Source: an optimization exercise on an open RTL-to-GDS flow (aim: a short achievable clock period and few clock cycles). Production flows keep margins and buffers that such runs may drop.
No functional check of the RTL was part of this run.
Power figures rest on the tool's default switching activity, not on a simulated workload.

### flow/run.sh
#!/bin/bash
# synth_recipe.tcl (not shown) runs the flow's synth.tcl, then flattens the netlist and writes it again
# the make line also repeats each setting of config.mk as NAME=value (left out here)
make -C /OpenROAD-flow-scripts/flow DESIGN_CONFIG=/design/flow/config.mk WORK_HOME=/design/flow/orfs CLKGATE_MAP_FILE= SYNTH_SCRIPT=/design/flow/synth_recipe.tcl finish
### flow/constraint.sdc
create_clock -name core_clock -period 33.0 [get_ports {clk}]
set_input_delay 6.6000 -clock core_clock [delete_from_list [all_inputs] [get_ports {clk}]]
set_output_delay 6.6000 -clock core_clock [all_outputs]
set_load 0.01 [all_outputs]
### flow/config.mk
export PLATFORM = sky130hd
export DESIGN_NAME = y86_pipe
export DESIGN_NICKNAME = y86_pipe
export VERILOG_FILES = /design/flow/design.v
export SDC_FILE = /design/flow/constraint.sdc
export NUM_CORES = 4
export LEC_CHECK = 0
export CAP_MARGIN = 20
export CORE_MARGIN = 2
export CORE_UTILIZATION = 25
export GPL_ROUTABILITY_DRIVEN = 1
export PLACE_DENSITY = 0.35
export SLEW_MARGIN = 20
### flow/design.v
module mux (
    input S0, 
    input S1, 
    output D0, D1, D2, D3
);
    wire S0comp, S1comp;
    not n1(S0comp, S0);
    not n2(S1comp, S1);
    and a1(D0, S0comp, S1comp);
    and a2(D1, S0, S1comp);
    and a3(D2, S0comp, S1);
    and a4(D3, S0, S1);
endmodule
module adder (
    input [63:0] A, 
    input [63:0] B, 
    input M, 
    output [63:0] sum
);
    genvar i;
    wire [64:0] C;
    wire [63:0] AXORB, BXORM;
    wire [63:0] AND1, AND2;
    assign C[0] = M;
    generate
        for (i = 0; i <= 63; i = i + 1) 
        begin 
            xor x1(BXORM[i], C[0], B[i]);
            xor x2(AXORB[i], A[i], BXORM[i]);
            xor x3(sum[i], AXORB[i], C[i]);
            and a1(AND1[i], A[i], BXORM[i]);
            and a2(AND2[i], AXORB[i], C[i]);
            or o1(C[i+1], AND1[i], AND2[i]);
        end
    endgenerate
endmodule
module subtractor (
    input [63:0] A, 
    input [63:0] B, 
    input M, 
    output [63:0] diff
);
    genvar i;
    wire [64:0] C;
    wire [63:0] AXORB, BXORM;
    wire [63:0] AND1, AND2;
    assign C[0] = M;
    generate    
        for (i = 0; i <= 63; i = i + 1) 
        begin 
            xor x1(BXORM[i], C[0], B[i]);
            xor x2(AXORB[i], A[i], BXORM[i]);
            xor x3(diff[i], AXORB[i], C[i]);
            and a1(AND1[i], A[i], BXORM[i]);
            and a2(AND2[i], AXORB[i], C[i]);
            or o1(C[i+1], AND1[i], AND2[i]);
        end
    endgenerate
endmodule
module andder (
    input [63:0] A, 
    input [63:0] B, 
    output [63:0] and_out
);
    genvar i;
    generate
        for (i = 0; i <= 63; i = i + 1) 
        begin 
            and a1(and_out[i], A[i], B[i]);
        end
    endgenerate
endmodule
module xor_calc (
    input [63:0] A, 
    input [63:0] B, 
    output [63:0] xor_out
);
    genvar i;
    generate
        for (i = 0; i <= 63; i = i + 1) 
        begin 
            xor x1(xor_out[i], A[i], B[i]);
        end
    endgenerate
endmodule
module alu_final (
    input S0, 
    input S1, 
    input [63:0] A, 
    input [63:0] B, 
    output [63:0] sum, 
    output [63:0] diff, 
    output [63:0] and_out, 
    output [63:0] xor_out, 
    output reg overflow
);
    wire D0, D1, D2, D3;
    mux d1(S0, S1, D0, D1, D2, D3);
    wire [63:0] Aadd, Badd, Asub, Bsub, Aand, Band, Axor, Bxor;
    genvar i;
    generate
        for (i = 0; i <= 63; i = i + 1) 
        begin 
            and a1(Aadd[i], A[i], D0);
            and a2(Badd[i], B[i], D0);
            and a3(Asub[i], A[i], D1);
            and a4(Bsub[i], B[i], D1);
            and a5(Aand[i], A[i], D2);
            and a6(Band[i], B[i], D2);
            and a7(Axor[i], A[i], D3);
            and a8(Bxor[i], B[i], D3);
        end
    endgenerate
    adder add1(.A(Aadd), .B(Badd), .M(D1), .sum(sum));
    subtractor sub1(.A(Asub), .B(Bsub), .M(D1), .diff(diff));
    andder and1(.A(Aand), .B(Band), .and_out(and_out));  
    xor_calc xor1(.A(Axor), .B(Bxor), .xor_out(xor_out));
    always @* begin 
        if ((S0 == 0) && (S1 == 0))
            overflow = (A[63] == B[63]) && (sum[63] != A[63]);
        else if ((S0 == 1) && (S1 == 0))
            overflow = (A[63] != B[63]) && (diff[63] != A[63]);
        else
            overflow = 1'b0;
    end
endmodule
module select_PC(
    input [63:0] F_predPC,
    input [63:0] W_valM,
    input [63:0] M_valA,
    input [3:0] M_icode,
    input [3:0] W_icode,
    input M_cnd,
    output reg [63:0] PC_new
);
always @(*)
    begin
        if(M_icode == 4'd7 && M_cnd == 1'b0)
            PC_new = M_valA;
        else if(W_icode == 4'd9)
            PC_new = W_valM;
        else
            PC_new = F_predPC;
    end
endmodule
module f_reg(
    input clk,
    input rst,
    input F_stall,
    input [63:0] predPC,
    output reg [63:0] F_predPC
);
always @(posedge clk)
begin
    if(rst)
        F_predPC <= 64'd0;
    else if(F_stall == 1'b0)
        F_predPC <= predPC;
end
endmodule
module fetch(
    input clk,
    input rst,
    input [63:0] F_pc,
    input [79:0] instr_bytes,      
    input D_stall,
    input D_bubble,
    output reg [63:0] predPC,
    output reg [3:0] D_icode, D_ifun,
    output reg [1:0] D_stat,
    output reg [3:0] D_rA, D_rB,
    output reg [63:0] D_valC, D_valP
);
reg [63:0] f_valC, f_valP;
reg [3:0]  f_rA, f_rB, f_icode, f_ifun;
reg [1:0]  f_stat;
reg        instr_valid, need_regids, need_valC;
always @(*)
begin
    f_icode = instr_bytes[7:4];
    f_ifun  = instr_bytes[3:0];
    instr_valid = (f_icode <= 4'hB);
    if((f_icode == 4'd2 || f_icode == 4'd7) && (f_ifun > 4'd6))
        instr_valid = 1'b0;
    if((f_icode == 4'd6) && (f_ifun > 4'd3))
        instr_valid = 1'b0;
    if(!instr_valid)
        f_stat = 2'd2;             
    else if(f_icode == 4'd0)
        f_stat = 2'd1;             
    else
        f_stat = 2'd0;             
    need_regids = (f_icode == 4'd2) || (f_icode == 4'd3) || (f_icode == 4'd4) ||
                  (f_icode == 4'd5) || (f_icode == 4'd6) || (f_icode == 4'hA) ||
                  (f_icode == 4'hB);
    need_valC   = (f_icode == 4'd3) || (f_icode == 4'd4) || (f_icode == 4'd5) ||
                  (f_icode == 4'd7) || (f_icode == 4'd8);
    if(need_regids)
    begin
        f_rA = instr_bytes[15:12];
        f_rB = instr_bytes[11:8];
        f_valC = instr_bytes[79:16];
    end
    else
    begin
        f_rA = 4'hF;
        f_rB = 4'hF;
        f_valC = instr_bytes[71:8];
    end
    f_valP = F_pc + 64'd1 + {63'd0, need_regids} + {60'd0, need_valC, 3'd0};
    if(f_icode == 4'd7 || f_icode == 4'd8)
        predPC = f_valC;
    else
        predPC = f_valP;
end
always @(posedge clk)
begin
   if(rst || (D_stall == 1'b0 && D_bubble == 1'b1))
   begin
      D_icode <= 4'd1;
      D_ifun  <= 4'd0;
      D_stat  <= 2'd0;
      D_rA    <= 4'hF;
      D_rB    <= 4'hF;
   end
   else if(D_stall == 1'b0)
   begin
      D_rA    <= f_rA;
      D_rB    <= f_rB;
      D_icode <= f_icode;
      D_ifun  <= f_ifun;
      D_valC  <= f_valC;
      D_valP  <= f_valP;
      D_stat  <= f_stat;
   end
end
endmodule
module decoder(
    input [3:0] D_rA,
    input [3:0] D_rB,
    input [3:0] D_icode,
    input [63:0] D_valP,
    input [63:0] W_valM,
    input [63:0] m_valM,
    input [63:0] e_valE,
    input [63:0] M_valE,
    input [63:0] W_valE,
    input [3:0] W_destE, W_destM, M_destM, e_destE, M_destE,
    input [63:0] rdataA, rdataB,
    output reg [63:0] d_valA, d_valB,
    output reg [3:0] d_destE, d_destM, d_srcA, d_srcB
);
    always @(*)
    begin
        d_srcA = 4'hF;
        d_srcB = 4'hF;
        d_destE = 4'hF;
        d_destM = 4'hF;
        case (D_icode)
        4'd2: begin d_srcA = D_rA; d_destE = D_rB; end                    
        4'd3: begin d_destE = D_rB; end                                   
        4'd4: begin d_srcA = D_rA; d_srcB = D_rB; end                     
        4'd5: begin d_srcB = D_rB; d_destM = D_rA; end                    
        4'd6: begin d_srcA = D_rA; d_srcB = D_rB; d_destE = D_rB; end     
        4'd8: begin d_srcB = 4'd4; d_destE = 4'd4; end                    
        4'd9: begin d_srcA = 4'd4; d_srcB = 4'd4; d_destE = 4'd4; end     
        4'hA: begin d_srcA = D_rA; d_srcB = 4'd4; d_destE = 4'd4; end     
        4'hB: begin d_srcA = 4'd4; d_srcB = 4'd4; d_destE = 4'd4; d_destM = D_rA; end  
        default: ;
        endcase
    end
    always @(*)
    begin
        if (D_icode == 4'd7 || D_icode == 4'd8)
            d_valA = D_valP;
        else if(d_srcA != 4'hF && d_srcA == e_destE)
            d_valA = e_valE;
        else if(d_srcA != 4'hF && d_srcA == M_destM)
            d_valA = m_valM;
        else if(d_srcA != 4'hF && d_srcA == M_destE)
            d_valA = M_valE;
        else if(d_srcA != 4'hF && d_srcA == W_destM)
            d_valA = W_valM;
        else if(d_srcA != 4'hF && d_srcA == W_destE)
            d_valA = W_valE;
        else
            d_valA = rdataA;
    end
    always @(*)
    begin
        if(d_srcB != 4'hF && d_srcB == e_destE)
            d_valB = e_valE;
        else if(d_srcB != 4'hF && d_srcB == M_destM)
            d_valB = m_valM;
        else if(d_srcB != 4'hF && d_srcB == M_destE)
            d_valB = M_valE;
        else if(d_srcB != 4'hF && d_srcB == W_destM)
            d_valB = W_valM;
        else if(d_srcB != 4'hF && d_srcB == W_destE)
            d_valB = W_valE;
        else
            d_valB = rdataB;
    end
endmodule
module e_reg(
input clk,
input rst,
input E_bubble,
input [63:0] d_valA ,d_valB, d_valC,
input [3:0] d_destE ,d_destM, d_icode ,d_ifun,
input [1:0] d_stat,
output reg [63:0] E_valA, E_valB, E_valC,
output reg [3:0] E_destE, E_destM, E_icode, E_ifun,
output reg [1:0] E_stat
);
always @(posedge clk)
begin
   if(rst || E_bubble)
   begin
      E_icode <= 4'd1;
      E_ifun  <= 4'd0;
      E_destE <= 4'hF;
      E_destM <= 4'hF;
      E_stat  <= 2'd0;
   end
   else
   begin
      E_destE <= d_destE;
      E_destM <= d_destM;
      E_icode <= d_icode;
      E_ifun  <= d_ifun;
      E_stat  <= d_stat;
   end
   E_valA <= d_valA;
   E_valB <= d_valB;
   E_valC <= d_valC;
end
endmodule
module execute (
    input clk,
    input rst,
    input set_cc,
    input [63:0] E_valA, E_valB, E_valC,
    input [3:0] E_icode, E_ifun,
    input [3:0] E_destE,
    output reg [63:0] e_valE,
    output reg [3:0] e_destE,
    output reg e_cnd
);
    reg [63:0] aluA, aluB;
    reg [3:0]  alufun;
    wire [63:0] sum, diff, and_out, xor_out;
    wire overflow;
    reg ZF, SF, OF;
    reg cond;
    always @(*) begin
        case(E_icode)
            4'd2, 4'd6:             aluA = E_valA;       
            4'd3, 4'd4, 4'd5:       aluA = E_valC;       
            4'd8, 4'hA:             aluA = -64'd8;       
            4'd9, 4'hB:             aluA = 64'd8;        
            default:                aluA = 64'd0;
        endcase
        case(E_icode)
            4'd4, 4'd5, 4'd6, 4'd8, 4'd9, 4'hA, 4'hB: aluB = E_valB;
            default:                aluB = 64'd0;
        endcase
        alufun = (E_icode == 4'd6) ? E_ifun : 4'd0;
    end
    alu_final alu(alufun[0], alufun[1], aluB, aluA, sum, diff, and_out, xor_out, overflow);
    always @(*) begin
        case(alufun[1:0])
            2'd0: e_valE = sum;
            2'd1: e_valE = diff;
            2'd2: e_valE = and_out;
            default: e_valE = xor_out;
        endcase
    end
    always @(posedge clk) begin
        if(rst) begin
            ZF <= 1'b1;
            SF <= 1'b0;
            OF <= 1'b0;
        end
        else if(set_cc) begin
            ZF <= (e_valE == 64'd0);
            SF <= e_valE[63];
            OF <= overflow;
        end
    end
    always @(*) begin
        case(E_ifun)
            4'd0: cond = 1'b1;
            4'd1: cond = (SF ^ OF) | ZF;       
            4'd2: cond = SF ^ OF;              
            4'd3: cond = ZF;                   
            4'd4: cond = ~ZF;                  
            4'd5: cond = ~(SF ^ OF);           
            4'd6: cond = ~(SF ^ OF) & ~ZF;     
            default: cond = 1'b0;
        endcase
        e_cnd = (E_icode == 4'd2 || E_icode == 4'd7) ? cond : 1'b0;
        e_destE = (E_icode == 4'd2 && !e_cnd) ? 4'hF : E_destE;
    end
endmodule
module m_reg(
    input clk,
    input rst,
    input M_bubble,
    input e_cnd,
    input [1:0] e_stat,
    input [3:0] e_icode, e_destE, e_destM,
    input [63:0] e_valA, e_valE,
    output reg M_cnd,
    output reg [63:0] M_valA, M_valE,
    output reg [1:0] M_stat,
    output reg [3:0] M_icode, M_destE, M_destM
);
always@(posedge clk)
    begin
        if(rst || M_bubble)
        begin
            M_icode <= 4'd1;
            M_destE <= 4'hF;
            M_destM <= 4'hF;
            M_stat  <= 2'd0;
            M_cnd   <= 1'b1;
        end
        else
        begin
            M_icode <= e_icode;
            M_destE <= e_destE;
            M_destM <= e_destM;
            M_stat  <= e_stat;
            M_cnd   <= e_cnd;
        end
        M_valA <= e_valA;
        M_valE <= e_valE;
    end
endmodule
module memory(
    input [63:0] M_valA, M_valE,
    input [3:0] M_icode,
    output reg [63:0] mem_addr,
    output reg mem_write
);
always @(*)
    begin
        case(M_icode)
            4'd4, 4'd5, 4'd8, 4'hA: mem_addr = M_valE;    
            4'd9, 4'hB:             mem_addr = M_valA;    
            default:                mem_addr = M_valE;
        endcase
        mem_write = (M_icode == 4'd4) || (M_icode == 4'hA) || (M_icode == 4'd8);
    end
endmodule
module w_reg(
input clk, rst, W_stall,
input [1:0] m_stat,
input [3:0] m_icode, m_destE, m_destM,
input [63:0] m_valE, m_valM,
output reg [1:0] W_stat,
output reg [3:0] W_icode, W_destE, W_destM,
output reg [63:0] W_valE, W_valM
);
always @(posedge clk)
    begin
        if(rst)
        begin
            W_stat  <= 2'd0;
            W_icode <= 4'd1;
            W_destE <= 4'hF;
            W_destM <= 4'hF;
        end
        else if(W_stall == 1'b0)
        begin
            W_stat  <= m_stat;
            W_icode <= m_icode;
            W_valE  <= m_valE;
            W_valM  <= m_valM;
            W_destE <= m_destE;
            W_destM <= m_destM;
        end
    end
endmodule
module writeback(
    input clk,
    input rst,
    input [3:0] W_destE, W_destM,
    input [63:0] W_valM, W_valE,
    input [3:0] srcA, srcB,
    output [63:0] rdataA, rdataB
);
    reg  [64*15-1:0] registers;
    wire [64*16-1:0] rf = {64'd0, registers};    
    genvar i;
    generate
        for(i = 0; i <= 14; i = i + 1)
        begin : regs
            always @(posedge clk)
            begin
                if(rst)
                    registers[64*i +: 64] <= 64'd0;
                else if(W_destM == i)
                    registers[64*i +: 64] <= W_valM;
                else if(W_destE == i)
                    registers[64*i +: 64] <= W_valE;
            end
        end
    endgenerate
    assign rdataA = rf[64*srcA +: 64];
    assign rdataB = rf[64*srcB +: 64];
endmodule
module controllogic(
    input e_cnd,
    input [1:0] m_stat, W_stat,
    input [3:0] d_srcA, d_srcB, E_destM,
    input [3:0] D_icode, E_icode, M_icode,
    output reg set_cc,
    output reg D_bubble, E_bubble, M_bubble,
    output reg F_stall, D_stall, W_stall
);
reg load_use, ret_busy, mispred;
always @(*)
begin
    load_use = (E_icode == 4'd5 || E_icode == 4'd11) && (E_destM != 4'hF) &&
               (E_destM == d_srcA || E_destM == d_srcB);
    ret_busy = (D_icode == 4'd9 || E_icode == 4'd9 || M_icode == 4'd9);
    mispred  = (E_icode == 4'd7) && (!e_cnd);
    F_stall  = load_use || ret_busy;
    D_stall  = load_use;
    D_bubble = mispred || (!load_use && ret_busy);
    E_bubble = mispred || load_use;
    M_bubble = (m_stat != 2'd0) || (W_stat != 2'd0);
    W_stall  = (W_stat != 2'd0);
    set_cc   = (E_icode == 4'd6) && (m_stat == 2'd0) && (W_stat == 2'd0);
end
endmodule
module y86_pipe(
    input         clk,
    input         rst,             
    output [63:0] imem_addr,       
    input  [79:0] imem_data,       
    output [63:0] dmem_addr,
    output        dmem_we,
    output [63:0] dmem_wdata,
    input  [63:0] dmem_rdata,      
    output [1:0]  stat             
);
wire [63:0] F_predPC, predPC, PC_new;
wire F_stall, D_stall, D_bubble, E_bubble, M_bubble, W_stall, set_cc;
wire [3:0]  D_icode, D_ifun, D_rA, D_rB;
wire [1:0]  D_stat;
wire [63:0] D_valC, D_valP;
wire [63:0] d_valA, d_valB;
wire [3:0]  d_destE, d_destM, d_srcA, d_srcB;
wire [63:0] rdataA, rdataB;
wire [63:0] E_valA, E_valB, E_valC;
wire [3:0]  E_destE, E_destM, E_icode, E_ifun;
wire [1:0]  E_stat;
wire [63:0] e_valE;
wire [3:0]  e_destE;
wire        e_cnd;
wire        M_cnd;
wire [63:0] M_valA, M_valE;
wire [1:0]  M_stat;
wire [3:0]  M_icode, M_destE, M_destM;
wire [63:0] m_valM = dmem_rdata;
wire [1:0]  W_stat;
wire [3:0]  W_icode, W_destE, W_destM;
wire [63:0] W_valE, W_valM;
select_PC sel(F_predPC, W_valM, M_valA, M_icode, W_icode, M_cnd, PC_new);
assign imem_addr = PC_new;
f_reg freg(clk, rst, F_stall, predPC, F_predPC);
fetch fet(clk, rst, PC_new, imem_data, D_stall, D_bubble, predPC,
          D_icode, D_ifun, D_stat, D_rA, D_rB, D_valC, D_valP);
decoder dec(D_rA, D_rB, D_icode, D_valP, W_valM, m_valM, e_valE, M_valE, W_valE,
            W_destE, W_destM, M_destM, e_destE, M_destE, rdataA, rdataB,
            d_valA, d_valB, d_destE, d_destM, d_srcA, d_srcB);
e_reg ereg(clk, rst, E_bubble, d_valA, d_valB, D_valC, d_destE, d_destM, D_icode, D_ifun, D_stat,
           E_valA, E_valB, E_valC, E_destE, E_destM, E_icode, E_ifun, E_stat);
execute exe(clk, rst, set_cc, E_valA, E_valB, E_valC, E_icode, E_ifun, E_destE,
            e_valE, e_destE, e_cnd);
m_reg mreg(clk, rst, M_bubble, e_cnd, E_stat, E_icode, e_destE, E_destM, E_valA, e_valE,
           M_cnd, M_valA, M_valE, M_stat, M_icode, M_destE, M_destM);
memory mem(M_valA, M_valE, M_icode, dmem_addr, dmem_we);
assign dmem_wdata = M_valA;
w_reg wreg(clk, rst, W_stall, M_stat, M_icode, M_destE, M_destM, M_valE, m_valM,
           W_stat, W_icode, W_destE, W_destM, W_valE, W_valM);
writeback wb(clk, rst, W_destE, W_destM, W_valM, W_valE, d_srcA, d_srcB, rdataA, rdataB);
controllogic ctl(e_cnd, M_stat, W_stat, d_srcA, d_srcB, E_destM, D_icode, E_icode, M_icode,
                 set_cc, D_bubble, E_bubble, M_bubble, F_stall, D_stall, W_stall);
assign stat = W_stat;
endmodule
==> results.ini <==
[run_status]
outcome = finished clean

[logic_synthesis]
avgSynthCellArea_um2 = 8.31
yosysSeqAreaShare_pct = 36.8
synth_edf_count = 256
ys_async_sr_fraction_pct = 0
synthesis.area_um2 = 97600
yosysWarnings = 12
syn_inst = 11700
synth_ff_type = dfxtp_1
syn_nets = 12000
ys_types = 96
ys_ff_latch = 1668

[finish]
final_area_um2 = 113000
fillers = 40900
multi_input_area_um2 = 56800
area_growth_pct = 16.2
fin_cells = 16700
regArea_um2 = 36000
drive_gt1_share_pct = 9.36
nets = 11600
layout_commonest_cell = nand2_1
final_util_pct = 29.2
final_cell_mix = 1,606 x nand2_1, 1,407 x dfxtp_1, 1,383 x nor2_1, 1,145 x a211oi_1, 1,126 x mux2i_1

[setup_path]
arrival_ns = 32.95
crit_required_ns = 33.79
crit_slowest_cell = fa_1
cpPeakStageDelay_ns = 0.55
path_common_cell = fa_1
crit_path_end_kind = flop
startpoint_type = flop
worstSetupPathType = flop to flop
crit_fanout = 10

[global_routing]
grt_remaining_overflow = 0
grt_pass1_wl_mm = 821
antenna_found_initial = 58
grt_max_degree = 147
grtUsageTotal_pct = 29.4
grt_pass1_vias = 92300

[placed_design]
place_inst = 16300
gp_congestion = 0.935
io_buffers = 340
pre_cts_ws_ns = 0.194
dpl.hpwl_mm = 390
postPlaceCellArea_um2 = 106000

[min_path]
hold_class = flop to flop

[clock_network]
path_clk_slew_ns = 0.07
insertion_delay_ns = 0.95
cts_root_buffer = clkbuf_16
cts_buffers = 213
clockBufferDepth = 4
htreeDepth = 4
cts_tree = yes
clock-sinks = 1668

[sta]
finalCriticalPeriod_ns = 32.15
slew_headroom_pct = 12.2
setup_viol = 0
drv_slew = 0
setup_tns_ns = 0
fmax_mhz = 31.1
setup_ws_ns = 0.846
timing.final.hold_violations = 0
min_period_over_period_pct = 97.4
worst_pin_slew_ns = 1.30
holdWs_ns = 0.318
finClkSkew_ns = 0.0503

[floorplan]
io-pin-count = 341
core_um2 = 389000
die_height_um = 629
die_w_um = 629
start_util_pct = 25.1
rows = 229
dieArea_um2 = 395000

[power_and_ir_drop]
power_mw = 6.17
peakVddDrop_v = 0.0000413
p_per_area_nw_per_um2 = 54.4
p_leak_nw = 35.6

[detailed_routing]
ant_nets = 0
wl_mm = 607
drcViolationCount = 0
dr.pass1.iters = 8
post_drt_wl_per_cell_um = 36.4
num_vias = 97800
detail_route.vias_per_cell = 5.86
drtIter0Drc = 12000

[job]
cap_violations = 0

flip-flops by register name, indices dropped and copies added, names as in the netlist, 64 cells and up:
signal         cells
mreg.M_valA       64
ereg.E_valA       64
freg.F_predPC     64
fet.D_valC        64
mreg.M_valE       64
ereg.E_valC       64
wreg.W_valM       64
wb.registers     960
wreg.W_valE       64
ereg.E_valB       64
fet.D_valP        64
where the power goes:
part	total, mW	internal (mW)	switching (mW)
Sequential	2.50	2.22	0.279
Combinational	1.21	0.390	0.820
Clock	2.46	1.42	1.04
Total	6.17	4.04	2.14
layout make-up:
| class | instances | share of cell area, % |
|---|---|---|
| diodes | 23 | 0.0507 |
| clock buffers | 321 | 5.59 |
| clock inverters | 63 | 0.619 |
| inverters | 102 | 0.338 |
| multi-input cells | 8587 | 50.1 |
| flip-flops and latches | 1668 | 31.7 |
| well taps | 5197 | 5.73 |
| repair buffers | 717 | 5.86 |
synth_stat cells, types with 40 or more instances:
cell,instances,share of area [%]
inv_1,99,0.38
mux2_2,174,2.0
nand2b_1,40,0.26
nor2_1,1402,5.4
o21ai_1,63,0.32
and3_1,108,0.69
buf_1,186,0.72
a221oi_1,70,0.63
dfxtp_1,1412,29
buf_2,72,0.37
nand3_1,242,1.2
a22oi_1,43,0.33
a221o_1,55,0.56
xnor2_1,62,0.56
a211oi_1,1146,8.8
o22ai_1,41,0.26
nand2_1,1616,6.2
edfxtp_1,256,7.9
nor3_1,169,0.87
fa_1,124,2.5
mux2i_1,1127,12
o211ai_1,44,0.34
a311oi_1,126,1.1
a31oi_1,244,1.6
or3_1,110,0.71
o21ai_0,289,1.5
clkbuf_1,1116,4.3
a21oi_1,481,2.5
a2111oi_0,67,0.60
o221ai_1,240,2.2
worst max-delay path: cells and delay by family, from the launching register on:
family | cells | cell delay, ns
AO/OA/AOI/OAI | 5 | 0.96
adder cells (fa/ha/maj) | 62 | 29.50
buffers and inverters | 2 | 0.36
flip-flops | 1 | 0.42
AND/OR/NAND/NOR | 4 | 0.79
metal layers:
| layer | GRT usage, % | part of all wire (%) | vias up |
|---|---|---|---|
| li1 | - | - | 42100 |
| met1 | 39.5 | 43 | 49200 |
| met2 | 45.2 | 44 | 5245 |
| met3 | 5.66 | 8.1 | 1188 |
| met4 | 13.6 | 5.2 | 14 |
| met5 | 0 | 0.014 | - |
worst paths after layout:
| check | cells past startpoint | to | start | slack (ns) |
|---|---|---|---|---|
| max | 73 | exe.ZF$_SDFFE_PP1P_ | ereg.E_icode[2]$_SDFF_PP0_ | 0.85 |
| min reg2reg | 0 | ereg.E_valC[4]$_DFF_P_ | fet.D_valC[4]$_DFFE_PP_ | 0.32 |
| max reg2reg | 73 | exe.ZF$_SDFFE_PP1P_ | ereg.E_icode[2]$_SDFF_PP0_ | 0.85 |
| min | 0 | ereg.E_valC[4]$_DFF_P_ | fet.D_valC[4]$_DFFE_PP_ | 0.32 |
kinds of logic (layout without fill, tap and decap cells):
| group | Yosys count | in the layout | synth area share, % |
|---|---|---|---|
| adders and majority gates | 127 | 127 | 2.58 |
| muxes | 1325 | 1325 | 14.1 |
| xor gates and xnor gates | 91 | 91 | 0.817 |
| DFF | 1668 | 1668 | 36.8 |
| other | 0 | 23 | 0 |
| and+or+nand+nor | 3902 | 3902 | 17.0 |
| AOI/OAI and AO/OA | 3142 | 3142 | 22.8 |
| buffers and inverters | 1488 | 1203 | 5.90 |
timing repair:
action                     4_1_cts  5_1_grt
setup buffers                    0        8
setup endpoints to repair        0       10
gates resized for setup          0       23
hold buffers                     0        0
hold endpoints to repair         0        0

==> port drivers added, routing unchanged <==
How much do the figures lean on ideal ports? The routed layout below was timed once more, with nothing changed but the port constraints. Step 1 assumes that a clkbuf_16 drives the clock port and a buf_2 every other input. Step 2 adds t to the input delays and takes it off the output delays; t is the mean of the earliest and latest rising clock arrival at the registers after step 1. Input paths then give back, and output paths get back, about the clock's delay inside the block. Slacks: no drivers / after step 1 / after step 2; pairs: no drivers / after step 1.
t (ns): 1.043
setup WS [ns]: 0.846 / 0.846 / 0.846
hold WS [ns]: 0.318 / 0.318 / 0.318
latest minus earliest clock arrival (ns): 0.050 / 0.050
After both steps this run still meets setup and hold. For this run, drivers alone change the setup slack by 0.000 ns; drivers and shift together by 0.000 ns.
